Source: an optimization exercise on an open RTL-to-GDS flow (aim: small area). Production flows keep margins and buffers that such runs may drop. At most, simulation tests tie the RTL to the original design; equivalence was not proved. The RTL of run 3 was laid out without a check of its function. Power is estimated from default activity; no workload was simulated.

## config.mk

```make
export PLATFORM = sky130hd
export DESIGN_NAME = iic_driver
export DESIGN_NICKNAME = iic_driver
export VERILOG_FILES = /design/flow/design.v
export SDC_FILE = /design/flow/constraint.sdc
export NUM_CORES = 4
export LEC_CHECK = 0
export CAP_MARGIN = 20
export CORE_MARGIN = 2
export CORE_UTILIZATION = 40
export SLEW_MARGIN = 20
```

## constraint.sdc

```tcl
create_clock -name core_clock -period 10.0 [get_ports {clk_in}]
set_input_delay 2.0000 -clock core_clock [delete_from_list [all_inputs] [get_ports {clk_in}]]
set_output_delay 2.0000 -clock core_clock [all_outputs]
set_load 0.01 [all_outputs]
```

## design.v

```verilog
`timescale 1ns / 1ps
module iic_driver #
	(
		parameter	CLKIN_MHz = 100,
		parameter 	IIC_KHz = 1000,
		parameter	TIMEOUT_us = 1,
		parameter	RESTART_DELAY_us = 0
	)
	(
	input 				clk_in,
	input 				rst_n,
	input 				sda_in,
	output				sda_out,
	output				sda_en,
	output				scl,
	input				cmd_en,
	input	[7:0]		addr,
	input	[31:0]		cmd,
	input	[2:0]		cmd_len,
	input				wdata_vld,
	input	[7:0]		wdata,
	input	[7:0]		rd_len,
	output	[7:0]	rdata,
	output				rdata_vld,
	output				cmd_done,
	output	reg 		opt_err
    );
localparam	S_IDLE0   = 4'b0000,	 
			S_IDLE1   = 4'b0001,	 
			S_STARTA  = 4'b0010,	 
			S_STARTR  = 4'b0011,	 
			S_W_ADDR  = 4'b0100,
			S_W_CMD   = 4'b0101,
			S_W_WR    = 4'b0110,
			S_W_RADDR = 4'b0111,
			S_A_ADDR  = 4'b1000,
			S_A_CMD   = 4'b1001,
			S_A_WR    = 4'b1010,
			S_A_RADDR = 4'b1011,
			S_DELAY   = 4'b1100,
			S_READ    = 4'b1101,
			S_ASK     = 4'b1110,
			S_STOP    = 4'b1111;
reg [3:0]	st, nst;
reg [6:0]	clk_cnt;	 
reg			cnt_flag;
reg [7:0]	tcnt;		 
reg [7:0]	bc;			 
reg			cmd_en_z;
reg [7:0]	fifo [0:31];
wire rise   = cmd_en & ~cmd_en_z;
wire c24    = (clk_cnt == 7'd24);
wire c99    = (clk_cnt == 7'd99);
wire ge74   = (clk_cnt >= 7'd74);
wire ge50   = (clk_cnt >= 7'd50);
wire lt25   = (clk_cnt < 7'd25);
wire is_idle  = (st[3:1] == 3'b000);
wire is_start = (st[3:1] == 3'b001);
wire is_w     = (st[3:2] == 2'b01);
wire is_a     = (st[3:2] == 2'b10);
localparam [7:0] T_S0 = 8'h97;
wire [7:0] tnext  = {tcnt[6:0], ~(tcnt[7] ^ tcnt[6] ^ tcnt[1] ^ tcnt[0])};
wire last_bit = ~tcnt[2] & tcnt[1];
wire t32      = tcnt[6] & tcnt[2] & tcnt[0];
wire tmo      = (tcnt[7] & ~tcnt[6] & tcnt[5] & ~tcnt[3] & ~tcnt[2] & tcnt[1]) | opt_err;
wire sec      = t32 | st[0];	 
wire post     = lt25 & sec;		 
wire last_cmd = (bc[7:6] == cmd_len[1:0]);
wire last_wr  = bc[5];
wire last_rd  = &bc;	 
wire align    = (st == S_STARTA) & clk_cnt[6] & ~t32;
wire consume  = (st == S_W_WR) & c24 & last_bit;
wire rd_shift = (st == S_READ) & c99;
wire shift    = wdata_vld | align | consume | rd_shift;
wire lo_inc   = align | consume | ((st == S_READ) & c24 & last_bit);
wire hi_inc   = ((st == S_W_CMD) & c24 & last_bit) | (lo_inc & (&bc[5:0]));
always @(*) begin
	nst = st;
	case (st)
	S_IDLE0, S_IDLE1:
		if (rise) nst = S_STARTA;
	S_STARTA, S_STARTR:
		if (c24 & sec) nst = {2'b01, st[0], st[0]};
	S_W_ADDR, S_W_CMD, S_W_WR, S_W_RADDR:
		if (c24 & last_bit) nst = {2'b10, st[1:0]};
	S_A_ADDR:
		if (c24) begin
			if (tmo) nst = S_STOP;
			else if (cmd_len != 3'd0) nst = S_W_CMD;
			else if (addr[0]) nst = S_READ;
			else nst = S_W_WR;
		end
	S_A_CMD:
		if (c24) begin
			if (tmo) nst = S_STOP;
			else if (!last_cmd) nst = S_W_CMD;
			else if (addr[0]) nst = S_DELAY;
			else if (last_wr) nst = S_STOP;
			else nst = S_W_WR;
		end
	S_A_WR:
		if (c24) begin
			if (tmo | last_wr) nst = S_STOP;
			else nst = S_W_WR;
		end
	S_A_RADDR:
		if (c24) nst = tmo ? S_STOP : S_READ;
	S_DELAY:
		if (c24) nst = S_STARTR;
	S_READ:
		if (c24 & last_bit) nst = S_ASK;
	S_ASK:
		if (c24) nst = last_rd ? S_STOP : S_READ;
	S_STOP:
		if (c24) nst = S_IDLE1;
	endcase
end
always @(posedge clk_in or negedge rst_n)
	if (~rst_n) st <= S_IDLE0;
	else st <= nst;
always @(posedge clk_in) begin
	cmd_en_z <= cmd_en;
	if (is_idle | c99) clk_cnt <= 7'd0;
	else if (cnt_flag) clk_cnt <= clk_cnt + 7'd1;
	cnt_flag <= ~((is_a & ge74 & ~tmo & sda_in) | ((nst == S_DELAY) & (st != S_DELAY)));
	if (st[3] & (st != S_READ)) tcnt <= c24 ? T_S0 : tnext;
	else if (is_idle) tcnt <= wdata_vld ? tnext : T_S0;
	else if (is_start) begin
		if (c24 & sec) tcnt <= T_S0;
		else if (wdata_vld | align) tcnt <= tnext;
	end
	else if (c24) tcnt <= tnext;
	if (is_idle) bc <= 8'd0;
	else if ((st == S_A_RADDR) | ((st == S_A_ADDR) & addr[0] & (cmd_len == 3'd0)))
		bc <= ~rd_len;
	else begin
		if (lo_inc) bc[5:0] <= bc[5:0] + 6'd1;
		if (hi_inc) bc[7:6] <= bc[7:6] + 2'd1;
	end
end
integer i;
always @(posedge clk_in)
	if (shift) begin
		fifo[0] <= st[3] ? {fifo[0][6:0], sda_in} : wdata;
		for (i = 1; i < 32; i = i + 1)
			fifo[i] <= fifo[i-1];
	end
always @(posedge clk_in or negedge rst_n)
	if (~rst_n) opt_err <= 1'b0;
	else if (rise) opt_err <= 1'b0;
	else if (is_a & tmo) opt_err <= 1'b1;
reg [2:0] bidx;
always @(*)
	case (tcnt[6:4])
	3'd1: bidx = 3'd7;
	3'd2: bidx = 3'd6;
	3'd5: bidx = 3'd5;
	3'd3: bidx = 3'd4;
	3'd7: bidx = 3'd3;
	3'd6: bidx = 3'd2;
	3'd4: bidx = 3'd1;
	default: bidx = 3'd0;
	endcase
wire cmd_bit  = cmd[{bc[7:6], bidx}];
wire addr_bit = (bidx == 3'd0) ? (st[0] | ((cmd_len == 3'd0) & addr[0])) : addr[bidx];
wire wr_bit   = fifo[31][bidx];
wire txbit    = (st[1:0] == 2'b01) ? cmd_bit : (st[1:0] == 2'b10) ? wr_bit : addr_bit;
reg sda_o;
always @(*) begin
	case (st)
	S_STARTA, S_STARTR: sda_o = ~ge50 & ~post;
	S_W_ADDR, S_W_CMD, S_W_WR, S_W_RADDR: sda_o = txbit;
	S_ASK:  sda_o = last_rd;
	S_STOP: sda_o = lt25;
	default: sda_o = 1'b1;
	endcase
end
assign sda_out = sda_o;
assign sda_en = ~(is_a | (st == S_READ));
assign scl = is_idle | ge50 | (is_start & ~post) | (((st == S_DELAY) | (st == S_STOP)) & lt25);
assign rdata     = fifo[0];
assign rdata_vld = (st == S_ASK) & (clk_cnt == 7'd25);
assign cmd_done  = (st == S_IDLE1);
endmodule
```

## flow/run.sh

```bash
#!/bin/bash
# The standard layout with these changes:
# - synthesis maps the logic with an area-oriented ABC script (flow/synth.tcl,
#   flow/abc_area.script) and leaves adders to ABC (no ADDER_MAP_FILE)
# - ports are buffered with the smallest buffer
# - CTS uses clkbuf_8 leaf buffers for clusters of at most 16 sinks, clkbuf_4
#   above them, and inserts no dummy loads
set -euo pipefail
here=$(pwd)
export FLOW_WORK=$here
export MY_ABC_SCRIPT=$here/flow/abc_area.script
export BUFFER_PORTS_ARGS="-buffer_cell sky130_fd_sc_hd__buf_1"
export CTS_ARGS='-sink_clustering_enable -repair_clock_nets -dont_use_dummy_load -buf_list {sky130_fd_sc_hd__clkbuf_4 sky130_fd_sc_hd__clkbuf_8} -root_buf sky130_fd_sc_hd__clkbuf_4 -tree_buf sky130_fd_sc_hd__clkbuf_4 -sink_clustering_buffer sky130_fd_sc_hd__clkbuf_8 -sink_clustering_size 16 -sink_clustering_max_diameter 80'
sed "s|SYNTH_SCRIPT=[^ ]*|SYNTH_SCRIPT=$here/flow/synth.tcl|" standard.sh > synth_area.sh
ADDER_MAP_FILE= bash synth_area.sh synth > synth_make.log 2>&1
bash standard.sh > flow_make.log 2>&1
```

## flow/abc_area.script

```
strash
&get -n
&deepsyn -J 200 -T 200
&put
dc2
dch -f
amap
strash
dc2
dch -f
amap
topo
```

## flow/synth.tcl

```tcl
# The standard synthesis (synth_recipe.tcl), with one change: the final
# technology mapping uses the area-oriented ABC script in MY_ABC_SCRIPT
# instead of ORFS's speed script. Registers are mapped before ABC runs, so
# they are the same as in the standard synthesis.
proc abc {args} {
  set i [lsearch -exact $args -script]
  if {$i >= 0} { lset args [expr {$i + 1}] $::env(MY_ABC_SCRIPT) }
  yosys abc {*}$args
}
source $::env(FLOW_WORK)/synth_recipe.tcl
```

## standard.sh

```bash
#!/bin/bash
# synth_recipe.tcl (not shown) runs the flow's synth.tcl, then flattens the netlist and writes it again
# the make line also repeats each setting of config.mk as NAME=value (left out here)
make -C /OpenROAD-flow-scripts/flow DESIGN_CONFIG=/design/flow/config.mk WORK_HOME=/design/flow/orfs CLKGATE_MAP_FILE= SYNTH_SCRIPT=/design/flow/synth_recipe.tcl "${@:-finish}"
```

==> results.ini, run 1 <==
[sta]
hold_viol_final = 0
worst_pin_slew_ns = 0.977
relSlewSlack_pct = 34.9
clock.fmax_mhz = 177
finalSetupTns_ns = 0
fin_crit_ns = 5.65
finClkSkew_ns = 0.118
rsz0062_at_grt = false
slew_violations = 0
min_period_over_period_pct = 56.5
final-setup-viol-count = 0

[placement]
place_hpwl_mm = 9.98
dp_cells = 943
portBuffers = 77
place_congestion = 0.895

[synth]
ys_top_cells_by_area = edfxtp_1 82%, dfxtp_1 3.5%, nor2_1 2.7%
synth_top_area_share_pct = 81.5
synth_seq_cells = 286
post_synth.cell_area_avg_um2 = 18.0
yosysSeqAreaShare_pct = 86.3
netlist_instances = 541
ys_types = 33
yosysTopAreaCell = edfxtp_1
mappedNetlistNets = 605
yosysWarnings = 2
syn_area_um2 = 9720

[drt]
vias_per_cell = 4.95
drt_pass1_iterations = 4
wirelength_mm = 15.9
vias = 4781
drt_iter0_markers = 391
post-route-drc-count = 0
routedWlPerCell_um = 16.5
ant_nets = 0

[clock_network]
hold_buffers = 0
cts_resized = 0
clk_latency_ns = 0.69
clockBufferDepth = 3
path_clk_slew_ns = 0.09
numCtsBuffers = 22
postCtsSetupBuffers = 0
tritoncts = yes
cts-htree-levels = 1
root_buffer = clkbuf_4
clkSinkCount = 286

[layout]
layout_commonest_cell = edfxtp_1
multi_input_area_um2 = 1200
seqCellArea_um2 = 8390
mostFrequentLayoutCells = 264 x edfxtp_1, 77 x buf_1, 71 x nor2_1, 39 x clkinv_1, 20 x o21ai_0
instances_no_fill = 965
antennaDiodeCount = 0
drive_gt1_share_pct = 3.74
nets = 707
area_delta_synth_final_pct = 10.4
nFillCells = 2169

[worst_setup_path]
r2r_cells = 9
critPathCaptureType = primary output
critPathRequiredTime_ns = 8.00
reg2reg_slack_ns = 5.09
cp_max_fo = 3
r2r_start = clk_cnt[1]$_SDFFE_PP0P_
cp-startpoint = cmd_len[0]
arrival_ns = 3.65
cp-start-kind = input pin
critical_path_class = in2out
r2r-end = fifo[15][1]$_DFFE_PP_

[power]
peakVddDrop_mv = 0.137
p_per_area_nw_per_um2 = 292
power.leakage_nw = 3.50

[floorplan]
dieWidth_um = 160
io_pins = 78
coreArea_um2 = 24100
start_util_pct = 40.3
dieArea_um2 = 25600
rows = 57
fp.dieH_um = 160

[global_routing]
grt_pass1_wl_mm = 25.7
grt_usage_pct = 12.4
overflow = 0
antenna_found_initial = 0
grt_pass1_vias = 4729
grt_max_degree = 187

[hold_path]
hold_start = fifo[19][0]$_DFFE_PP_
hold_depth = 0
hold_path_class = reg2reg
holdPathEnd = fifo[20][0]$_DFFE_PP_

[flow_run]
max_cap_viol_count = 0

[status]
status = timing/DRC/antenna clean

-- registers in the layout, summed over array words and instances, names as in the netlist --
signal    flops
clk_cnt       7
cmd_en_z      1
bc            8
opt_err       1
cnt_flag      1
tcnt          8
st            4
fifo        256
-- how the worst max path moves through the flow --
stage	cells after the start	endpoint
floorplan	2	fifo[0][0]$_DFFE_PP_
global placement	10	sda_out
detailed placement	10	sda_out
CTS	10	sda_out
global route	12	sda_out
finish	10	sda_out
-- layout make-up --
class	instances	share of cell area, %
clock buffer	22	2.65
inverter	39	1.36
multi-input combinational	216	11.2
sequential	286	78.2
tap	324	3.78
timing repair buffer	78	2.88
-- layer usage --
metal,routed length (µm),track usage (%)
met3,962,3.17
met2,6920,18.7
met4,331,2.95
met5,0,0
met1,7700,18.4
-- worst max-delay path, stage by stage --
cell and delay [ns]:
buf_1 0.09, or3_1 0.40, o21ai_0 0.22, nand2_1 0.12, a211oi_1 0.27, o21ai_0 0.13, nand3_1 0.08, a21oi_1 0.06
o21ai_0 0.11, buf_1 0.18
-- report_power, final --
group | switching (mW) | internal [mW]
Sequential | 0.163 | 1.90
Clock | 0.328 | 0.182
Combinational | 0.388 | 0.163
-- synthesized netlist by cell type --
library cell / count
a2111oi_0: 1
a211oi_1: 8
a21oi_1: 9
a221o_1: 2
a221oi_1: 6
a222oi_1: 1
a22o_1: 9
a22oi_1: 1
a311oi_1: 1
a31oi_1: 6
and3_1: 1
clkinv_1: 39
dfrtp_1: 5
dfxtp_1: 17
edfxtp_1: 264
nand2_1: 18
nand3_1: 4
nand4_1: 3
nor2_1: 71
nor3_1: 8
nor4_1: 7
o21a_1: 5
o21ai_0: 20
o221ai_1: 2
o22a_1: 5
o22ai_1: 6
o31ai_1: 1
o32a_1: 2
o32ai_1: 2
or2_0: 6
or3_1: 8
or4_1: 2
xnor2_1: 1
-- metrics by stage --
stage,utilization (%),power [mW],instance area (µm²),hold WS (ns),setup slack [ns]
after global routing,44.5,3.33,10700,0.362,4.15
after global placement,43.4,2.63,10500,0.402,4.44
final,44.5,3.13,10700,0.344,4.35
after detailed placement,43.4,2.65,10500,0.405,4.36
after floorplan,-,2.48,9720,0.400,1.46
after CTS,44.5,3.18,10700,0.332,4.35
-- cell families after synthesis --
kind of cell	synth area share, %
DFF	86.3
and+or+nand+nor	5.82
AOI/OAI and AO/OA	6.28
buffers and inverters	1.51
xor gates and xnor gates	0.0901
==> run 2: changes to the inputs <==
==> flow/abc_area.script (replaced) <==
strash
&get -n
&deepsyn -J 50 -T 100
&put
dc2
dch -f
amap
strash
dc2
dch -f
amap
topo
==> results.ini, run 2 <==
[clock_network]
numCtsBuffers = 22
tritoncts = yes
clk_latency_ns = 0.69
clkSinkCount = 286
path_clk_slew_ns = 0.09
cts-htree-levels = 1
clockBufferDepth = 3
postCtsSetupBuffers = 0
cts_resized = 0
root_buffer = clkbuf_4
hold_buffers = 0

[sta]
rsz0062_at_grt = false
clock.fmax_mhz = 177
finalSetupTns_ns = 0
worst_slack_ns = 4.35
fin_crit_ns = 5.65
min_period_over_period_pct = 56.5
slew_violations = 0
finClkSkew_ns = 0.118
final-setup-viol-count = 0
worst_pin_slew_ns = 0.977
hold_viol_final = 0
relSlewSlack_pct = 34.9

[floorplan]
io_pins = 78
rows = 57
fp.dieH_um = 160
coreArea_um2 = 24100
dieWidth_um = 160
dieArea_um2 = 25600
start_util_pct = 40.3

[layout]
largest_reg_flops = 256
antennaDiodeCount = 0
area_delta_synth_final_pct = 10.4
mostFrequentLayoutCells = 264 x edfxtp_1, 77 x buf_1, 71 x nor2_1, 39 x clkinv_1, 20 x o21ai_0
drive_gt1_share_pct = 3.74
nets = 707
instances_no_fill = 965
top_register = fifo
layout_commonest_cell = edfxtp_1
largestRegisters = fifo x256, bc x8, tcnt x8

[worst_setup_path]
cp_slowest_stage_delay_ns = 0.40
crit_chain = buf_1, or3_1, o21ai_0, nand2_1, a211oi_1, o21ai_0, nand3_1, a21oi_1, o21ai_0, buf_1
cp_max_fo = 3
critical_path_class = in2out
slowest_stage = or3_1
arrival_ns = 3.65
cp-start-kind = input pin
critPathRequiredTime_ns = 8.00
crit_path_frequent_cell = o21ai_0
critPathCaptureType = primary output

[global_routing]
overflow = 0
antenna_found_initial = 0
grt_usage_pct = 12.4
grt_pass1_wl_mm = 25.7
grt_max_degree = 187
grt_pass1_vias = 4729

[hold_path]
hold_path_class = reg2reg

[synth]
post_synth.cell_area_avg_um2 = 18.0
mappedNetlistNets = 605
yosysWarnings = 2
synthFlopType = edfxtp_1
ys_top_cells_by_count = 264 x edfxtp_1, 71 x nor2_1, 39 x clkinv_1
synth_top_area_share_pct = 81.5
ys_top_cells_by_area = edfxtp_1 82%, dfxtp_1 3.5%, nor2_1 2.7%
syn_area_um2 = 9720
netlist_instances = 541
yosysTopAreaCell = edfxtp_1
yosysSeqAreaShare_pct = 86.3
async_reset_ff_share_pct = 1.75
ys_types = 33
synth_seq_cells = 286
yosysMostFrequentCell = edfxtp_1
synth_edf_count = 264

[drt]
ant_nets = 0
drt_pass1_iterations = 4
routedWlPerCell_um = 16.5
vias_per_cell = 4.95
post-route-drc-count = 0
drt_iter0_markers = 391
wirelength_mm = 15.9
vias = 4781

[status]
status = timing/DRC/antenna clean

[flow_run]
max_cap_viol_count = 0

[power]
power_mw = 3.13
power.leakage_nw = 3.50
peakVddDrop_mv = 0.137
p_per_area_nw_per_um2 = 292

[placement]
portBuffers = 77
place_congestion = 0.895
dp_cells = 943
place_hpwl_mm = 9.98
place_ws_ns = 4.36

==> run 2: cell counts in the layout (fill, tap and decap cells not counted) <==
No cell type changed its count.
==> run 2: final timing paths <==
kind / slack, ns / cells past startpoint / to / from
min reg2reg: 0.34 / 0 / fifo[20][0]$_DFFE_PP_ / fifo[19][0]$_DFFE_PP_
max reg2reg: 5.09 / 9 / fifo[15][1]$_DFFE_PP_ / clk_cnt[1]$_SDFFE_PP0P_
max: 4.35 / 10 / sda_out / cmd_len[0]
max in group asynchronous: 8.42 / 1 / st[3]$_DFF_PN0_ / rst_n
min: 0.34 / 0 / fifo[20][0]$_DFFE_PP_ / fifo[19][0]$_DFFE_PP_
min in group asynchronous: 1.30 / 1 / st[1]$_DFF_PN0_ / rst_n
==> run 2: critical path, delay by kind of cell <==
| kind | cells | cell delay, ns |
|---|---|---|
| compound gates | 5 | 0.79 |
| simple gates | 3 | 0.60 |
| buf+inv | 2 | 0.27 |
==> run 2: through the flow <==
stage          cell area (µm²)  util [%]  hold slack [ns]
6_report                 10700      44.5            0.344
5_1_grt                  10700      44.5            0.362
3_3_place_gp             10500      43.4            0.402
2_1_floorplan             9720         -            0.400
3_5_place_dp             10500      43.4            0.405
4_1_cts                  10700      44.5            0.332
==> run 2: final cells by class <==
| type | count | area (µm²) |
|---|---|---|
| repair buffers | 78 | 309 |
| well taps | 324 | 405 |
| clock buffers | 22 | 284 |
| multi-input cells | 216 | 1200 |
| fillers | 2169 | 13400 |
| flip-flops and latches | 286 | 8390 |
| inverters | 39 | 146 |
==> run 2: metal layers <==
layer / wire, µm / track usage [%] / part of all wire (%)
met5: 0 / 0 / 0
met3: 962 / 3.17 / 6.0
met2: 6920 / 18.7 / 43
met4: 331 / 2.95 / 2.1
met1: 7700 / 18.4 / 48
==> run 2: cell families (layout without fill, tap and decap cells) <==
logic type / after synthesis / after routing / synth area share [%]
xor+xnor: 1 / 1 / 0.0901
compound gates: 87 / 87 / 6.28
flops: 286 / 286 / 86.3
simple gates: 128 / 128 / 5.82
buf+inv: 39 / 139 / 1.51
==> run 2: where the power goes <==
group	switching (mW)	internal, mW
Clock	0.328	0.182
Combinational	0.388	0.163
Sequential	0.163	1.90
==> run 3: changes to the inputs <==
--- a/design.v
+++ b/design.v
@@ -30,12 +30,12 @@
 			S_STARTA  = 4'b0010,	 
 			S_STARTR  = 4'b0011,	 
 			S_W_ADDR  = 4'b0100,
-			S_W_CMD   = 4'b0101,
-			S_W_WR    = 4'b0110,
+			S_W_CMD   = 4'b0110,
+			S_W_WR    = 4'b0101,
 			S_W_RADDR = 4'b0111,
 			S_A_ADDR  = 4'b1000,
-			S_A_CMD   = 4'b1001,
-			S_A_WR    = 4'b1010,
+			S_A_CMD   = 4'b1010,
+			S_A_WR    = 4'b1001,
 			S_A_RADDR = 4'b1011,
 			S_DELAY   = 4'b1100,
 			S_READ    = 4'b1101,
@@ -164,7 +164,7 @@
 wire cmd_bit  = cmd[{bc[7:6], bidx}];
 wire addr_bit = (bidx == 3'd0) ? (st[0] | ((cmd_len == 3'd0) & addr[0])) : addr[bidx];
 wire wr_bit   = fifo[31][bidx];
-wire txbit    = (st[1:0] == 2'b01) ? cmd_bit : (st[1:0] == 2'b10) ? wr_bit : addr_bit;
+wire txbit    = (st[1:0] == 2'b10) ? cmd_bit : (st[1:0] == 2'b01) ? wr_bit : addr_bit;
 reg sda_o;
 always @(*) begin
 	case (st)
==> flow/abc_area.script (replaced) <==
strash
&get -n
&deepsyn -J 200 -T 200
&put
dc2
dch -f
amap
strash
dc2
dch -f
amap
topo
==> results.ini, run 3 <==
[synth]
synthFlopType = edfxtp_1
muxShareOfSynthArea_pct = 0
synth_compound_area_share_pct = 6.39
synth-simple-area-share_pct = 5.14
synth_edf_count = 264
mappedNetlistNets = 590
synth_top_family_by_area = compound AO/OA/AOI/OAI gates
synth_top_area_share_pct = 82.0
synth_seq_cells = 286
ys_types = 38
yosysMostFrequentCell = edfxtp_1
post_synth.cell_area_avg_um2 = 18.4
yosys.area_share.adder_pct = 0
synth-xor-area-share_pct = 0.0906
yosysSeqAreaShare_pct = 86.8
yosysWarnings = 2
syn_area_um2 = 9670
netlist_instances = 526
yosysTopAreaCell = edfxtp_1
ys_top_cells_by_area = edfxtp_1 82%, dfxtp_1 3.5%, nor2_1 2.2%
async_reset_ff_share_pct = 1.75
ys_top_cells_by_count = 264 x edfxtp_1, 56 x nor2_1, 40 x clkinv_1

[sta]
worst_pin_slew_ns = 0.858
slew_violations = 0
fin_crit_ns = 5.83
hold_viol_final = 0
rsz0062_at_grt = false
relSlewSlack_pct = 42.8
clock.fmax_mhz = 171
final-setup-viol-count = 0
whs_ns = 0.277
finalSetupTns_ns = 0
min_period_over_period_pct = 58.3
finClkSkew_ns = 0.146

[drt]
drt_pass1_iterations = 8
routedWlPerCell_um = 16.1
vias = 4728
post-route-drc-count = 0
drt_iter0_markers = 372
wirelength_mm = 15.3
vias_per_cell = 4.99
ant_nets = 0

[worst_setup_path]
cp-start-kind = flop
slowest_stage = dfrtp_1
r2r_cells = 11
critPathCaptureType = primary output
critPathRequiredTime_ns = 8.00
cp_slowest_stage_delay_ns = 0.79
cp_num_cells = 8
endpoint = sda_out
r2r_start = clk_cnt[2]$_SDFFE_PP0P_
arrival_ns = 3.83
cp_max_fo = 16
r2r-end = fifo[20][3]$_DFFE_PP_
crit_chain = clkinv_1, o311ai_0, o21ai_0, a311oi_1, clkinv_1, a311oi_1, o21ai_0, buf_1
reg2reg_slack_ns = 5.68
critical_path_buf_inv_count = 3
cp-startpoint = st[3]$_DFF_PN0_
critical_path_class = reg2out
path_delay_family = compound AO/OA/AOI/OAI gates

[floorplan]
io_pins = 78
dieArea_um2 = 25400
coreArea_um2 = 23600
dieWidth_um = 159
start_util_pct = 40.9
fp.dieH_um = 159
rows = 56

[clock_network]
cts-htree-levels = 1
root_buffer = clkbuf_4
clkSinkCount = 286
clk_latency_ns = 0.68
clockBufferDepth = 3
numCtsBuffers = 22
tritoncts = yes
cts_resized = 0
path_clk_slew_ns = 0.09
hold_buffers = 0
postCtsSetupBuffers = 0

[global_routing]
grt_pass1_vias = 4742
grt_pass1_wl_mm = 24.6
antenna_found_initial = 0
grt_usage_pct = 11.8
grt_max_degree = 169
overflow = 0

[flow_run]
max_cap_viol_count = 0

[power]
p_per_area_nw_per_um2 = 239
power.leakage_nw = 3.42
peakVddDrop_mv = 0.142

[layout]
largestRegisters = fifo x256, bc x8, tcnt x8
largest_reg_flops = 256
layout_commonest_cell = edfxtp_1
nets = 694
mostFrequentLayoutCells = 264 x edfxtp_1, 77 x buf_1, 56 x nor2_1, 40 x clkinv_1, 21 x o22ai_1
antennaDiodeCount = 0
top_register = fifo
area_delta_synth_final_pct = 10.6
drive_gt1_share_pct = 4.14
instances_no_fill = 947

[placement]
dp_cells = 925
place_hpwl_mm = 9.49
portBuffers = 77
place_congestion = 0.973

[hold_path]
hold_path_class = reg2reg
hold_start = fifo[21][6]$_DFFE_PP_

[status]
status = timing/DRC/antenna clean

run 3: layout make-up:
| type | count | area (µm²) |
|---|---|---|
| fill | 2077 | 12900 |
| sequential | 286 | 8390 |
| multi-input combinational | 200 | 1130 |
| tap | 319 | 399 |
| timing repair buffer | 80 | 328 |
| clock buffer | 22 | 284 |
| inverter | 40 | 150 |
run 3: worst min path at each step:
stage	depth (start not counted)	to	slack [ns]
6_report	0	fifo[22][6]$_DFFE_PP_	0.28
5_1_grt	0	fifo[22][6]$_DFFE_PP_	0.30
4_1_cts	0	fifo[22][6]$_DFFE_PP_	0.27
3_5_place_dp	0	fifo[19][6]$_DFFE_PP_	0.40
3_3_place_gp	0	fifo[28][4]$_DFFE_PP_	0.40
2_1_floorplan	0	fifo[10][0]$_DFFE_PP_	0.40
run 3: per-stage QoR:
stage | power (mW) | setup WS (ns) | utilization, % | area (µm²)
2_1_floorplan | 1.91 | 1.25 | - | 9670
3_3_place_gp | 2.05 | 4.48 | 44.0 | 10400
3_5_place_dp | 2.07 | 4.37 | 44.0 | 10400
4_1_cts | 2.59 | 4.19 | 45.3 | 10700
5_1_grt | 2.70 | 3.73 | 45.3 | 10700
6_report | 2.56 | 4.17 | 45.3 | 10700
run 3: report_power, final:
group	internal, mW	switching [mW]	leakage, nW	total, mW
clock	0.182	0.324	0.150	0.506
combinational	0.157	0.310	0.488	0.466
sequential	1.49	0.0956	2.78	1.59
run 3: per-layer routing:
layer  track usage [%]  up-vias  share of wire (%)
li1                  -     2242                  -
met1              16.7     2304                 47
met2              18.7      149                 46
met3              2.32       33                4.5
met4              3.76        0                2.6
met5                 0        -                  0
run 3: worst reg2reg max path: cells and delay by family, from the launching register on:
family / cells / cell delay (ns)
AOI/OAI and AO/OA: 3 / 0.74
and+or+nand+nor: 5 / 1.17
DFF: 1 / 0.35
buffers and inverters: 3 / 1.46
run 3: cell families (layout without fill, tap and decap cells):
| kind of cell | count (synthesis) | in the layout |
|---|---|---|
| AOI/OAI and AO/OA | 87 | 87 |
| xor gates and xnor gates | 1 | 1 |
| buffers and inverters | 40 | 142 |
| DFF | 286 | 286 |
| and+or+nand+nor | 112 | 112 |
==> run 4: changes to the inputs <==
--- a/design.v
+++ b/design.v
@@ -141,7 +141,7 @@
 integer i;
 always @(posedge clk_in)
 	if (shift) begin
-		fifo[0] <= st[3] ? {fifo[0][6:0], sda_in} : wdata;
+		fifo[0] <= {wdata[7:1], st[3] ? sda_in : wdata[0]};
 		for (i = 1; i < 32; i = i + 1)
 			fifo[i] <= fifo[i-1];
 	end
@@ -178,7 +178,8 @@
 assign sda_out = sda_o;
 assign sda_en = ~(is_a | (st == S_READ));
 assign scl = is_idle | ge50 | (is_start & ~post) | (((st == S_DELAY) | (st == S_STOP)) & lt25);
-assign rdata     = fifo[0];
+assign rdata     = {fifo[7][0], fifo[6][0], fifo[5][0], fifo[4][0],
+					fifo[3][0], fifo[2][0], fifo[1][0], fifo[0][0]};
 assign rdata_vld = (st == S_ASK) & (clk_cnt == 7'd25);
 assign cmd_done  = (st == S_IDLE1);
 endmodule
==> results.ini, run 4 <==
[worst_setup_path]
arrival_ns = 3.59
cp-startpoint = cmd_len[0]
reg2reg_slack_ns = 5.45
cp_max_fo = 3
critical_path_class = in2out
critPathCaptureType = primary output
cp-start-kind = input pin
r2r_start = clk_cnt[1]$_SDFFE_PP0P_
critPathRequiredTime_ns = 8.00

[synth]
ys_top_cells_by_count = 264 x edfxtp_1, 52 x nor2_1, 35 x clkinv_1
post_synth.cell_area_avg_um2 = 18.7
synth_top_area_share_pct = 82.3
mappedNetlistNets = 580
ys_top_cells_by_area = edfxtp_1 82%, dfxtp_1 3.5%, nor2_1 2.0%
synth_seq_cells = 286
async_reset_ff_share_pct = 1.75
netlist_instances = 516
syn_area_um2 = 9630
ys_types = 39
yosysWarnings = 2
synth_edf_count = 264
yosysSeqAreaShare_pct = 87.2
yosysMostFrequentCell = edfxtp_1
yosysTopAreaCell = edfxtp_1
synthFlopType = edfxtp_1

[floorplan]
dieWidth_um = 159
io_pins = 78
rows = 56
fp.dieH_um = 159
dieArea_um2 = 25300
coreArea_um2 = 23500
start_util_pct = 40.9

[flow_run]
max_cap_viol_count = 0

[drt]
drt_pass1_iterations = 4
wirelength_mm = 14.8
routedWlPerCell_um = 15.9
drt_iter0_markers = 383
vias_per_cell = 4.89
post-route-drc-count = 0
vias = 4551
ant_nets = 0

[clock_network]
path_clk_slew_ns = 0.09
hold_buffers = 0
clkSinkCount = 286
postCtsSetupBuffers = 0
numCtsBuffers = 22
clockBufferDepth = 3
cts-htree-levels = 1
cts_resized = 0
root_buffer = clkbuf_4
tritoncts = yes
clk_latency_ns = 0.66

[power]
p_per_area_nw_per_um2 = 183
peakVddDrop_mv = 0.110
intPower_mw = 1.57
pwr-share-seq_pct = 71.8
p_comb_share_pct = 2.0
switching_share_pct = 19.1
clkPwrFrac_pct = 26.2
power.leakage_nw = 3.41
power.switching_mw = 0.369

[global_routing]
met3_usage_pct = 2.71
grt_pass1_vias = 4692
use_met2_pct = 18.2
grt_max_degree = 90
overflow = 0
antenna_found_initial = 1
grtUsageMet1_pct = 16.1
grt_usage_pct = 11.6
grt_pass1_wl_mm = 24.1
busiest_layer = met2

[sta]
worst_pin_slew_ns = 1.05
hold_viol_final = 0
finalSetupTns_ns = 0
slew_violations = 0
relSlewSlack_pct = 29.8
whs_ns = 0.388
min_period_over_period_pct = 55.9
final-setup-viol-count = 0
clock.fmax_mhz = 179
fin_crit_ns = 5.59
finClkSkew_ns = 0.0825
rsz0062_at_grt = false

[layout]
layout_commonest_cell = edfxtp_1
area_delta_synth_final_pct = 9.85
largest_reg_flops = 256
drive_gt1_share_pct = 4.26
top_register = fifo
largestRegisters = fifo x256, bc x8, tcnt x8
mostFrequentLayoutCells = 264 x edfxtp_1, 77 x buf_1, 52 x nor2_1, 35 x clkinv_1
nets = 676

[hold_path]
hold_path_class = reg2reg
hold_start = fifo[25][3]$_DFFE_PP_

[status]
status = timing/DRC/antenna clean

[placement]
portBuffers = 77
place_congestion = 0.924
place_hpwl_mm = 9.07

[run 4: logic make-up (layout without fill, tap and decap cells)]
| logic type | after synthesis | after routing | synth area share, % |
|---|---|---|---|
| flops | 286 | 286 | 87.2 |
| simple gates | 102 | 102 | 4.67 |
| compound gates | 85 | 85 | 6.16 |
| buf+inv | 43 | 137 | 1.99 |
| other cells | 0 | 1 | 0 |
[run 4: metrics by stage]
| stage | power [mW] | instance area, µm² | setup slack (ns) | utilization [%] | instances |
|---|---|---|---|---|---|
| 2_1_floorplan | 1.44 | 9630 | 1.39 | - | 516 |
| 3_3_place_gp | 1.45 | 10300 | 4.52 | 43.7 | 907 |
| 3_5_place_dp | 1.46 | 10300 | 4.39 | 43.7 | 907 |
| 4_1_cts | 1.97 | 10600 | 4.38 | 44.9 | 929 |
| 5_1_grt | 2.01 | 10600 | 4.24 | 44.9 | 930 |
| 6_report | 1.93 | 10600 | 4.41 | 44.9 | 930 |
[run 4: per-layer routing]
layer | wire length, µm | up-vias
met4 | 355 | 0
li1 | - | 2176
met3 | 717 | 29
met5 | 0 | -
met1 | 7010 | 2223
met2 | 6710 | 123
[run 4: area by class of cell]
cell class / instances / area (µm²)
tap: 319 / 399
multi-input combinational: 187 / 1050
antenna: 1 / 2.50
timing repair buffer: 80 / 312
sequential: 286 / 8390
fill: 2102 / 13000
inverter: 35 / 131
clock buffer: 22 / 284
[run 4: path summary, 6_finish.rpt]
| check | end | depth (start not counted) |
|---|---|---|
| setup / recovery | sda_out | 8 |
| hold / removal | fifo[26][3]$_DFFE_PP_ | 0 |
| setup reg to reg | fifo[18][1]$_DFFE_PP_ | 11 |
| hold reg to reg | fifo[26][3]$_DFFE_PP_ | 0 |
| max in group asynchronous | st[1]$_DFF_PN0_ | 1 |
| min in group asynchronous | opt_err$_DFFE_PN0P_ | 1 |
[run 4: critical path: stages]
cell and delay [ns]:
buf_1 0.10, or3_1 0.42, o21ai_0 0.29, o2111ai_1 0.16, o311ai_0 0.10, a41oi_1 0.17, a31oi_1 0.17, buf_1 0.20
[run 4: power groups by stage]
stage / Combinational, mW / Sequential [mW] / Clock (mW)
after detailed placement: 0.0387 / 1.42 / 0
after global routing: 0.0425 / 1.40 / 0.574
final: 0.0379 / 1.39 / 0.508
after CTS: 0.0387 / 1.39 / 0.536
after floorplan: 0.0226 / 1.42 / 0
after global placement: 0.0374 / 1.41 / 0
==> run 5: changes to the inputs <==
==> flow/run.sh (replaced) <==
#!/bin/bash
# The standard layout with these changes:
# - synthesis maps the logic with an area-oriented ABC script (flow/synth.tcl,
#   flow/abc_area.script) and leaves adders to ABC (no ADDER_MAP_FILE)
# - ports are buffered with the smallest buffer
# - CTS uses clkbuf_8 leaf buffers for clusters of at most 18 sinks, clkbuf_4
#   above them, and inserts no dummy loads
set -euo pipefail
here=$(pwd)
export FLOW_WORK=$here
export MY_ABC_SCRIPT=$here/flow/abc_area.script
export BUFFER_PORTS_ARGS="-buffer_cell sky130_fd_sc_hd__buf_1"
export CTS_ARGS='-sink_clustering_enable -repair_clock_nets -dont_use_dummy_load -buf_list {sky130_fd_sc_hd__clkbuf_4 sky130_fd_sc_hd__clkbuf_8} -root_buf sky130_fd_sc_hd__clkbuf_4 -tree_buf sky130_fd_sc_hd__clkbuf_4 -sink_clustering_buffer sky130_fd_sc_hd__clkbuf_8 -sink_clustering_size 18 -sink_clustering_max_diameter 80'
sed "s|SYNTH_SCRIPT=[^ ]*|SYNTH_SCRIPT=$here/flow/synth.tcl|" standard.sh > synth_area.sh
ADDER_MAP_FILE= bash synth_area.sh synth > synth_make.log 2>&1
bash standard.sh > flow_make.log 2>&1
==> results.ini, run 5 <==
[clock_network]
clkSinkCount = 286
root_buffer = clkbuf_4
tritoncts = yes
path_clk_slew_ns = 0.10
clk_latency_ns = 0.63
cts_resized = 0
postCtsSetupBuffers = 0
numCtsBuffers = 20
cts-htree-levels = 1
hold_buffers = 0
clockBufferDepth = 3

[synth]
mappedNetlistNets = 580
yosysMostFrequentCell = edfxtp_1
ys_top_cells_by_count = 264 x edfxtp_1, 52 x nor2_1, 35 x clkinv_1
synth_top_area_share_pct = 82.3
synthFlopType = edfxtp_1
syn_area_um2 = 9630
ys_types = 39
netlist_instances = 516
ys_top_cells_by_area = edfxtp_1 82%, dfxtp_1 3.5%, nor2_1 2.0%
synth_edf_count = 264
yosysTopAreaCell = edfxtp_1
post_synth.cell_area_avg_um2 = 18.7
yosysSeqAreaShare_pct = 87.2
yosysWarnings = 2
async_reset_ff_share_pct = 1.75
synth_seq_cells = 286

[layout]
nFillCells = 2100
mostFrequentLayoutCells = 264 x edfxtp_1, 77 x buf_1, 52 x nor2_1, 35 x clkinv_1
largestRegisters = fifo x256, bc x8, tcnt x8
top_register = fifo
largest_reg_flops = 256
nets = 674
area_delta_synth_final_pct = 9.57
design_area_um2 = 10500
instances_no_fill = 928
drive_gt1_share_pct = 3.95
layout_commonest_cell = edfxtp_1

[placement]
portBuffers = 77
place_area_um2 = 10300
place_hpwl_mm = 9.07
dp_cells = 907
place_congestion = 0.924

[floorplan]
dieArea_um2 = 25300
dieWidth_um = 159
rows = 56
coreArea_um2 = 23500
fp.dieH_um = 159
io_pins = 78
start_util_pct = 40.9

[sta]
clock.fmax_mhz = 178
relSlewSlack_pct = 28.2
worst_pin_slew_ns = 1.08
slew_violations = 0
min_period_over_period_pct = 56.1
finalSetupTns_ns = 0
rsz0062_at_grt = false
hold_viol_final = 0
finClkSkew_ns = 0.0484
fin_crit_ns = 5.61
final-setup-viol-count = 0
whs_ns = 0.370

[global_routing]
grt_usage_pct = 11.6
grt_max_degree = 90
overflow = 0
grt_pass1_wl_mm = 24.1
grt_pass1_vias = 4670
antenna_found_initial = 1

[hold_path]
hold_path_class = reg2reg

[power]
peakVddDrop_mv = 0.133
power.leakage_nw = 3.39
p_per_area_nw_per_um2 = 181

[drt]
drt_iter0_markers = 337
vias = 4588
vias_per_cell = 4.94
ant_nets = 0
post-route-drc-count = 0
wirelength_mm = 14.9
drt_pass1_iterations = 4
routedWlPerCell_um = 16.0

[worst_setup_path]
cp-start-kind = input pin
arrival_ns = 3.61
critical_path_class = in2out
cp_max_fo = 3
critPathRequiredTime_ns = 8.00
critPathCaptureType = primary output

[flow_run]
max_cap_viol_count = 0

[status]
status = timing/DRC/antenna clean

-- run 5: logic make-up (layout without fill, tap and decap cells) --
kind of cell    count (synthesis)  count (layout)  share of synthesized area [%]
compound gates                 85              85                           6.16
buf+inv                        43             135                           1.99
flops                         286             286                           87.2
other cells                     0               1                              0
simple gates                  102             102                           4.67
-- run 5: cell type report --
class,instances,area [µm²],area share (%)
sequential,286,8390,79.6
inverter,35,131,1.25
antenna,1,2.50,0.0237
tap,319,399,3.78
clock buffer,20,256,2.43
multi-input combinational,187,1050,9.99
timing repair buffer,80,312,2.95
-- run 5: metal layers --
metal  global-route usage [%]  up-vias  part of all wire, %
met3                     2.53       23                  5.3
li1                         -     2166                    -
met5                        0        -                    0
met4                     3.47        0                  1.9
met1                     16.1     2275                   47
met2                     18.4      124                   46
-- run 5: path summary, 6_finish.rpt --
kind	start	endpoint	slack, ns	cells after the start
setup / recovery	cmd_len[0]	sda_out	4.39	8
hold / removal	fifo[6][2]$_DFFE_PP_	fifo[7][2]$_DFFE_PP_	0.37	0
setup reg to reg	clk_cnt[1]$_SDFFE_PP0P_	fifo[1][7]$_DFFE_PP_	5.45	11
hold reg to reg	fifo[6][2]$_DFFE_PP_	fifo[7][2]$_DFFE_PP_	0.37	0
max in group asynchronous	rst_n	st[3]$_DFF_PN0_	8.50	1
min in group asynchronous	rst_n	st[2]$_DFF_PN0_	1.24	1
-- run 5: where the power goes --
part | switching (mW) | leakage [nW] | internal, mW | total (mW)
combinational | 0.0274 | 0.487 | 0.0105 | 0.0379
sequential | 0.0157 | 2.77 | 1.37 | 1.39
clock | 0.320 | 0.136 | 0.165 | 0.486
total | 0.363 | 3.39 | 1.55 | 1.91
-- run 5: stage by stage --
step | power, mW | util [%] | setup WS [ns]
floorplan | 1.44 | - | 1.39
global placement | 1.45 | 43.7 | 4.52
detailed placement | 1.46 | 43.7 | 4.39
CTS | 1.95 | 44.8 | 4.38
global route | 1.99 | 44.8 | 4.24
finish | 1.91 | 44.8 | 4.39
-- run 5: worst max-delay path, stage by stage --
cell	delay, ns
buf_1	0.10
or3_1	0.42
o21ai_0	0.29
o2111ai_1	0.16
o311ai_0	0.10
a41oi_1	0.17
a31oi_1	0.17
buf_1	0.20
==> run 6: changes to the inputs <==
--- a/design.v
+++ b/design.v
@@ -30,12 +30,12 @@
 			S_STARTA  = 4'b0010,	 
 			S_STARTR  = 4'b0011,	 
 			S_W_ADDR  = 4'b0100,
-			S_W_CMD   = 4'b0110,
-			S_W_WR    = 4'b0101,
+			S_W_CMD   = 4'b0101,
+			S_W_WR    = 4'b0110,
 			S_W_RADDR = 4'b0111,
 			S_A_ADDR  = 4'b1000,
-			S_A_CMD   = 4'b1010,
-			S_A_WR    = 4'b1001,
+			S_A_CMD   = 4'b1001,
+			S_A_WR    = 4'b1010,
 			S_A_RADDR = 4'b1011,
 			S_DELAY   = 4'b1100,
 			S_READ    = 4'b1101,
@@ -72,8 +72,6 @@
 wire consume  = (st == S_W_WR) & c24 & last_bit;
 wire rd_shift = (st == S_READ) & c99;
 wire shift    = wdata_vld | align | consume | rd_shift;
-wire lo_inc   = align | consume | ((st == S_READ) & c24 & last_bit);
-wire hi_inc   = ((st == S_W_CMD) & c24 & last_bit) | (lo_inc & (&bc[5:0]));
 always @(*) begin
 	nst = st;
 	case (st)
@@ -131,17 +129,15 @@
 	end
 	else if (c24) tcnt <= tnext;
 	if (is_idle) bc <= 8'd0;
+	else if (align | consume | (((st == S_W_CMD) | (st == S_READ)) & c24 & last_bit))
+		bc <= bc + ((st == S_W_CMD) ? 8'd64 : 8'd1);
 	else if ((st == S_A_RADDR) | ((st == S_A_ADDR) & addr[0] & (cmd_len == 3'd0)))
 		bc <= ~rd_len;
-	else begin
-		if (lo_inc) bc[5:0] <= bc[5:0] + 6'd1;
-		if (hi_inc) bc[7:6] <= bc[7:6] + 2'd1;
-	end
 end
 integer i;
 always @(posedge clk_in)
 	if (shift) begin
-		fifo[0] <= {wdata[7:1], st[3] ? sda_in : wdata[0]};
+		fifo[0] <= st[3] ? {fifo[0][6:0], sda_in} : wdata;
 		for (i = 1; i < 32; i = i + 1)
 			fifo[i] <= fifo[i-1];
 	end
@@ -164,7 +160,7 @@
 wire cmd_bit  = cmd[{bc[7:6], bidx}];
 wire addr_bit = (bidx == 3'd0) ? (st[0] | ((cmd_len == 3'd0) & addr[0])) : addr[bidx];
 wire wr_bit   = fifo[31][bidx];
-wire txbit    = (st[1:0] == 2'b10) ? cmd_bit : (st[1:0] == 2'b01) ? wr_bit : addr_bit;
+wire txbit    = (st[1:0] == 2'b01) ? cmd_bit : (st[1:0] == 2'b10) ? wr_bit : addr_bit;
 reg sda_o;
 always @(*) begin
 	case (st)
@@ -178,8 +174,7 @@
 assign sda_out = sda_o;
 assign sda_en = ~(is_a | (st == S_READ));
 assign scl = is_idle | ge50 | (is_start & ~post) | (((st == S_DELAY) | (st == S_STOP)) & lt25);
-assign rdata     = {fifo[7][0], fifo[6][0], fifo[5][0], fifo[4][0],
-					fifo[3][0], fifo[2][0], fifo[1][0], fifo[0][0]};
+assign rdata     = fifo[0];
 assign rdata_vld = (st == S_ASK) & (clk_cnt == 7'd25);
 assign cmd_done  = (st == S_IDLE1);
 endmodule
==> flow/run.sh (replaced) <==
#!/bin/bash
# The standard layout with these changes:
# - synthesis maps the logic with an area-oriented ABC script (flow/synth.tcl,
#   flow/abc_area.script)
# - ports are buffered with the smallest buffer
# - CTS uses clkbuf_8 leaf buffers for clusters of at most 16 sinks, clkbuf_4
#   above them, and inserts no dummy loads
set -euo pipefail
here=$(pwd)
export FLOW_WORK=$here
export MY_ABC_SCRIPT=$here/flow/abc_area.script
export BUFFER_PORTS_ARGS="-buffer_cell sky130_fd_sc_hd__buf_1"
export CTS_ARGS='-sink_clustering_enable -repair_clock_nets -dont_use_dummy_load -buf_list {sky130_fd_sc_hd__clkbuf_4 sky130_fd_sc_hd__clkbuf_16} -root_buf sky130_fd_sc_hd__clkbuf_4 -tree_buf sky130_fd_sc_hd__clkbuf_4 -sink_clustering_buffer sky130_fd_sc_hd__clkbuf_16 -sink_clustering_size 30 -sink_clustering_max_diameter 100'
sed "s|SYNTH_SCRIPT=[^ ]*|SYNTH_SCRIPT=$here/flow/synth.tcl|" standard.sh > synth_area.sh
bash synth_area.sh synth > synth_make.log 2>&1
bash standard.sh > flow_make.log 2>&1
==> flow/abc_area.script (replaced) <==
strash
&get -n
&deepsyn -J 50 -T 100
&put
dc2
dch -f
amap
strash
dc2
dch -f
amap
topo
==> results.ini, run 6 <==
[global_routing]
grt_pass1_vias = 4690
grt_pass1_wl_mm = 25.0
grt_max_degree = 94
grt_usage_pct = 12.0
antenna_found_initial = 1
overflow = 0

[placement]
place_hpwl_mm = 10.0
place_congestion = 0.803
place_area_um2 = 10600
dp_cells = 956
portBuffers = 77

[hold_path]
hold_depth = 0
hold_path_class = reg2reg
hold_start = fifo[9][6]$_DFFE_PP_
holdPathEnd = fifo[10][6]$_DFFE_PP_

[layout]
largest_reg_flops = 256
nets = 720
top_register = fifo
layout_commonest_cell = edfxtp_1
area_delta_synth_final_pct = 10.5
instances_no_fill = 971
drive_gt1_share_pct = 2.94
largestRegisters = fifo x256, bc x8, tcnt x8
design_area_um2 = 10900
postLayoutCoreUtil_pct = 44.8
mostFrequentLayoutCells = 264 x edfxtp_1, 77 x buf_1, 76 x nor2_1, 37 x clkinv_1, 21 x nand2_1
nFillCells = 2138

[status]
status = timing/DRC/antenna clean

[clock_network]
clockBufferDepth = 3
root_buffer = clkbuf_4
clk_latency_ns = 0.67
clkSinkCount = 286
path_clk_slew_ns = 0.11
hold_buffers = 0
cts-htree-levels = 1
numCtsBuffers = 14
postCtsSetupBuffers = 0
tritoncts = yes
cts_resized = 0

[drt]
vias = 4821
drt_pass1_iterations = 6
drt_iter0_markers = 575
vias_per_cell = 4.96
routedWlPerCell_um = 16.1
post-route-drc-count = 0
ant_nets = 0
wirelength_mm = 15.7
dr_wl_met3_um = 806
highest_layer = met4
wl_met2_mm = 6.93
met1Wirelength_mm = 7.58

[worst_setup_path]
cp_max_fo = 3
crit_path_frequent_cell = buf_1
crit_chain = buf_1, nor4_1, a21oi_1, o32a_1, o2111ai_1, o311ai_0, o211ai_1, buf_1
critPathCaptureType = primary output
r2r-end = fifo[15][4]$_DFFE_PP_
path_delay_family = compound AO/OA/AOI/OAI gates
critPathRequiredTime_ns = 8.00
critical_path_class = in2out
critical_path_buf_inv_count = 2
arrival_ns = 3.54
cp-start-kind = input pin
cp_slowest_stage_delay_ns = 0.39
r2r_cells = 7
reg2reg_slack_ns = 5.94
slowest_stage = nor4_1
r2r_start = clk_cnt[6]$_SDFFE_PP0P_

[floorplan]
io_pins = 78
dieArea_um2 = 25900
start_util_pct = 40.6
coreArea_um2 = 24200
rows = 57
fp.dieH_um = 161
dieWidth_um = 161

[synth]
synth_edf_count = 264
synthFlopType = edfxtp_1
ys_types = 40
synth_seq_cells = 286
async_reset_ff_share_pct = 1.75
ys_top_cells_by_area = edfxtp_1 81%, dfxtp_1 3.5%, nor2_1 2.9%
ys_top_cells_by_count = 264 x edfxtp_1, 76 x nor2_1, 37 x clkinv_1
post_synth.cell_area_avg_um2 = 17.8
netlist_instances = 552
mappedNetlistNets = 624
yosysMostFrequentCell = edfxtp_1
yosysSeqAreaShare_pct = 85.4
yosysTopAreaCell = edfxtp_1
yosysWarnings = 2
synth_top_area_share_pct = 80.6
syn_area_um2 = 9830

[power]
power.leakage_nw = 3.53
clkPwrFrac_pct = 17.6
intPower_mw = 2.17
power_mw = 3.00
p_comb_share_pct = 17.5
switching_share_pct = 27.7
power.switching_mw = 0.833
p_per_area_nw_per_um2 = 276
pwr-share-seq_pct = 64.8
peakVddDrop_mv = 0.155

[sta]
min_period_over_period_pct = 55.4
rsz0062_at_grt = false
relSlewSlack_pct = 43.6
hold_viol_final = 0
finClkSkew_ns = 0.106
slew_violations = 0
finalSetupTns_ns = 0
worst_pin_slew_ns = 0.846
final-setup-viol-count = 0
fin_crit_ns = 5.54
clock.fmax_mhz = 181

[flow_run]
max_cap_viol_count = 0

## run 6: cell types whose count changed in the layout (fill, tap and decap cells not counted), sizes merged, moves of 5 or more
cell    delta
nor2      +24
ha         +8
clkbuf     -6
o22a       +6
a31oi      -5
nor3       +5
o32ai      -5
or2        +5
## run 6: cell families (layout without fill, tap and decap cells)
logic type / after synthesis / in the layout / synth area share (%)
buffers and inverters: 37 / 131 / 1.41
other: 0 / 1 / 0
AND/OR/NAND/NOR: 139 / 139 / 6.25
flip-flops: 286 / 286 / 85.4
adder cells (fa/ha/maj): 8 / 8 / 1.02
AO/OA/AOI/OAI: 81 / 81 / 5.88
XOR/XNOR: 1 / 1 / 0.0891
## run 6: final cells by class
cell class / count / area, µm² / share of cell area [%]
multi-input cells: 229 / 1320 / 12.1
repair buffers: 80 / 315 / 2.90
diodes: 1 / 2.50 / 0.0230
inverters: 37 / 139 / 1.28
well taps: 324 / 405 / 3.73
clock buffers: 14 / 298 / 2.74
flip-flops and latches: 286 / 8390 / 77.2
## run 6: worst register-to-register path, stage by stage, from the launching register on
cell and delay [ns]:
dfxtp_1 0.37, nor3_1 0.28, nand4_1 0.31, nor4_1 0.45, or2_0 0.28, a221o_4 0.49, buf_4 0.75, buf_4 0.80
## run 6: layer usage
| layer | track usage [%] | up-vias |
|---|---|---|
| met5 | 0 | - |
| met1 | 18.0 | 2337 |
| met3 | 1.76 | 23 |
| li1 | - | 2319 |
| met2 | 18.4 | 142 |
| met4 | 3.65 | 0 |
## run 6: worst max path at each step
stage                     cells past startpoint  startpoint                    to  slack (ns)
after floorplan                               1   wdata_vld  fifo[0][0]$_DFFE_PP_        1.51
after global placement                        8      cmd[4]               sda_out        4.53
after detailed placement                      8     cmd[10]               sda_out        4.44
after CTS                                     8     cmd[10]               sda_out        4.43
after global routing                          8  cmd_len[0]               sda_out        4.34
final                                         8  cmd_len[0]               sda_out        4.46
## run 6: metrics by stage
stage	setup WS (ns)	hold WS [ns]
final	4.46	0.352
after global routing	4.34	0.355
after CTS	4.43	0.344
after detailed placement	4.44	0.405
after global placement	4.53	0.404
after floorplan	1.51	0.400
## run 6: power by group through the flow
| stage | Sequential (mW) | Combinational (mW) | Clock [mW] |
|---|---|---|---|
| floorplan | 1.98 | 0.367 | 0 |
| global placement | 1.97 | 0.528 | 0 |
| detailed placement | 1.98 | 0.531 | 0 |
| CTS | 1.96 | 0.534 | 0.560 |
| global route | 1.99 | 0.597 | 0.597 |
| finish | 1.95 | 0.527 | 0.529 |

==> static timing again, ports no longer ideal <==
Ports are ideal in the flow. The routed layouts listed here were re-timed in OpenROAD.
Step 1: set_driving_cell puts a clkbuf_16 on clk_in and a buf_2 on each other input, an assumption about the parent block.
Step 2, shift: input delay + t, output delay - t, t = (earliest + latest rising clock arrival at the registers) / 2. This alone moves slack from input paths to output paths.
Slacks: ideal ports / drivers / drivers and shift; pairs: ideal ports / drivers.
| run | t (ns) | setup WS [ns] | worst slew at a driven data input, ns |
|---|---|---|---|
| run 1 | 0.663 | 4.350 / 4.326 / 4.326 | 0.06 |
| run 2 | 0.663 | 4.350 / 4.326 / 4.326 | 0.06 |
| run 3 | 0.645 | 4.168 / 4.134 / 4.301 | 0.04 |
| run 4 | 0.656 | 4.406 / 4.385 / 4.385 | 0.05 |
| run 5 | 0.644 | 4.393 / 4.371 / 4.371 | 0.05 |
| run 6 | 0.648 | 4.461 / 4.425 / 4.425 | 0.06 |
After both steps setup and hold are still met in every run listed. The setup slack of run 6, which loses most, moves by -0.036 ns with the drivers and by -0.036 ns with both steps.
